What follows belongs to an exercise in optimizing a design on an open flow for small area, a short achievable clock period and few clock cycles per item; a production flow would make more cautious choices.
At most, simulation tests tie the RTL to the original design; equivalence was not proved.

## riscv_base_divider
module riscv_base_divider (
    input           clk_i,
    input           rst_i,
    input           opcode_valid_i,
    input  [31:0]   opcode_opcode_i,
    input  [31:0]   opcode_pc_i,
    input           opcode_invalid_i,
    input  [4:0]    opcode_rd_idx_i,
    input  [4:0]    opcode_ra_idx_i,
    input  [4:0]    opcode_rb_idx_i,
    input  [31:0]   opcode_ra_operand_i,
    input  [31:0]   opcode_rb_operand_i,
    output          writeback_valid_o,
    output [31:0]   writeback_value_o
);
==> flow/config.mk <==
export PLATFORM = sky130hd
export DESIGN_NAME = riscv_base_divider
export DESIGN_NICKNAME = riscv_base_divider
export VERILOG_FILES = /design/flow/design.v
export SDC_FILE = /design/flow/constraint.sdc
export NUM_CORES = 4
export LEC_CHECK = 0
export CAP_MARGIN = 20
export CORE_MARGIN = 2
export CORE_UTILIZATION = 40
export SETUP_SLACK_MARGIN = 2.0
export SLEW_MARGIN = 20
==> flow/constraint.sdc <==
create_clock -name core_clock -period 6.0 [get_ports {clk_i}]
set_input_delay 1.2000 -clock core_clock [delete_from_list [all_inputs] [get_ports {clk_i}]]
set_output_delay 1.2000 -clock core_clock [all_outputs]
set_load 0.01 [all_outputs]
standard.sh (not shown) runs the stock make flow with config.mk's settings and CLKGATE_MAP_FILE= SYNTH_SCRIPT=/design/flow/synth_recipe.tcl, a recipe that flattens the netlist after the stock synthesis.
==> flow/flow/run.sh <==
#!/bin/bash
set -euo pipefail
export BUFFER_PORTS_ARGS="-buffer_cell sky130_fd_sc_hd__buf_1"
bash standard.sh > flow.log 2>&1
Next try:
==> flow/flow/run.sh (replaced) <==
#!/bin/bash
set -euo pipefail
export BUFFER_PORTS_ARGS="-buffer_cell sky130_fd_sc_hd__buf_2"
bash standard.sh > flow.log 2>&1
=> The new run went through all stages and came out clean; setup slack gains 0.075 ns; final cell count barely changes; via count hardly moves; final area grows by 0.98%; global-route usage barely changes.
Function was not checked in any run of this note: the RTL went through the layout flow alone.

* * *

riscv_base_divider, a different RTL version from the one above (not shown whole).
For scale: ~1200 cells after synthesis, roughly 120 flip-flops, about 180 I/O pins, about 10000 um2 of cells after synthesis.
clock: 6.0 ns
lec_check: 0
cap_margin: 20
core_margin: 2
core_utilization: 40
cts_buf_list: sky130_fd_sc_hd__clkbuf_8
setup_slack_margin: 2.5
slew_margin: 20
==> flow/flow/run.sh <==
#!/bin/bash
set -euo pipefail
export BUFFER_PORTS_ARGS="-buffer_cell sky130_fd_sc_hd__buf_1"
bash standard.sh > flow.log 2>&1
Testbench counts at the start, summed over its fixed seeds: cycles 23,597, divs 3,200.
Edit:
Settings changed: CORE_UTILIZATION 40 to 55, SETUP_SLACK_MARGIN 2.5 to 2.4.
- area after synthesis is unchanged
- first-iteration DRC count climbs slightly
- non-clock buffer count drops by 12
Edit:
Settings changed: ABC_AREA set to 1, CORE_UTILIZATION 55 to 40.
What happened: Worst setup slack is better by 0.12 ns; clock skew rises by 0.0070 ns; non-clock buffer count rises by 8; synthesized cell count rises by 35%; count of clock-buffer cells in the layout falls by 1; utilization falls by 17 points; hold slack is better by 0.0073 ns.
Edit:
Settings changed: ABC_AREA 1 to not set, SETUP_SLACK_MARGIN 2.4 to 2.2.
Effect:
- setup slack is worse by 0.10 ns
- utilization drops by 0.72 points
- cell count came out lower by about a fifth
- count of clock-buffer cells in the layout is unchanged
- synthesized area drops by a few percent
- synthesized cell count is lower by a quarter to a third
- wire length came out lower by a little under a tenth
- maximum frequency came out lower by a few percent
- sequential share of layout area came out higher by 0.64 points
- register-to-register slack degrades by 0.10 ns
Edit:
Settings changed: CAP_MARGIN 20 to 5, SETUP_SLACK_MARGIN 2.2 to 2.4, SLEW_MARGIN 20 to 5.
Outcome: Final cell count stays flat. Fmax went up by 4.2%. Count of clock-buffer cells in the layout does not change. Hold slack gains 0.0068 ns. Critical path depth went down by 5. Final area went up by 0.33%. Worst setup slack gains 0.15 ns.

static timing again, ports no longer ideal:
In the flow no input, the clock included, has a driving cell. The finished layouts below were timed again as built, in two steps. Step 1 assumes that a clkbuf_16 drives the clock port and a buf_2 every other input. Step 2 times the ports against the registers' clock, not the clock port: input delays grow and output delays shrink by t, the midpoint of the rising clock arrivals with the driver on. Slacks: ideal ports / drivers / drivers and shift; pairs: ideal ports / drivers.
| run | t (ns) | setup slack, ns | worst setup path at the end | pins driven straight from the clock port |
|---|---|---|---|---|
| the first run of note 1 | 0.462 | 2.148 / 2.148 / 1.793 | input to register | 1 |
| the second run of note 1 | 0.466 | 2.222 / 2.229 / 1.780 | input to register | 1 |
| the first run of note 2 | 0.496 | 2.418 / 2.418 / 2.143 | input to register | 1 |
| the second run of note 2 | 0.505 | 2.310 / 2.310 / 2.103 | input to register | 1 |
| the third run of note 2 | 0.491 | 2.433 / 2.433 / 2.433 | register to register | 1 |
| the fourth run of note 2 | 0.499 | 2.330 / 2.330 / 2.149 | input to register | 1 |
| the fifth run of note 2 | 0.492 | 2.477 / 2.477 / 2.103 | input to register | 1 |
After both steps every run listed still meets setup and hold. The setup slack of the second run of note 1, which loses most, moves by +0.007 ns with the drivers and by -0.442 ns with both steps.
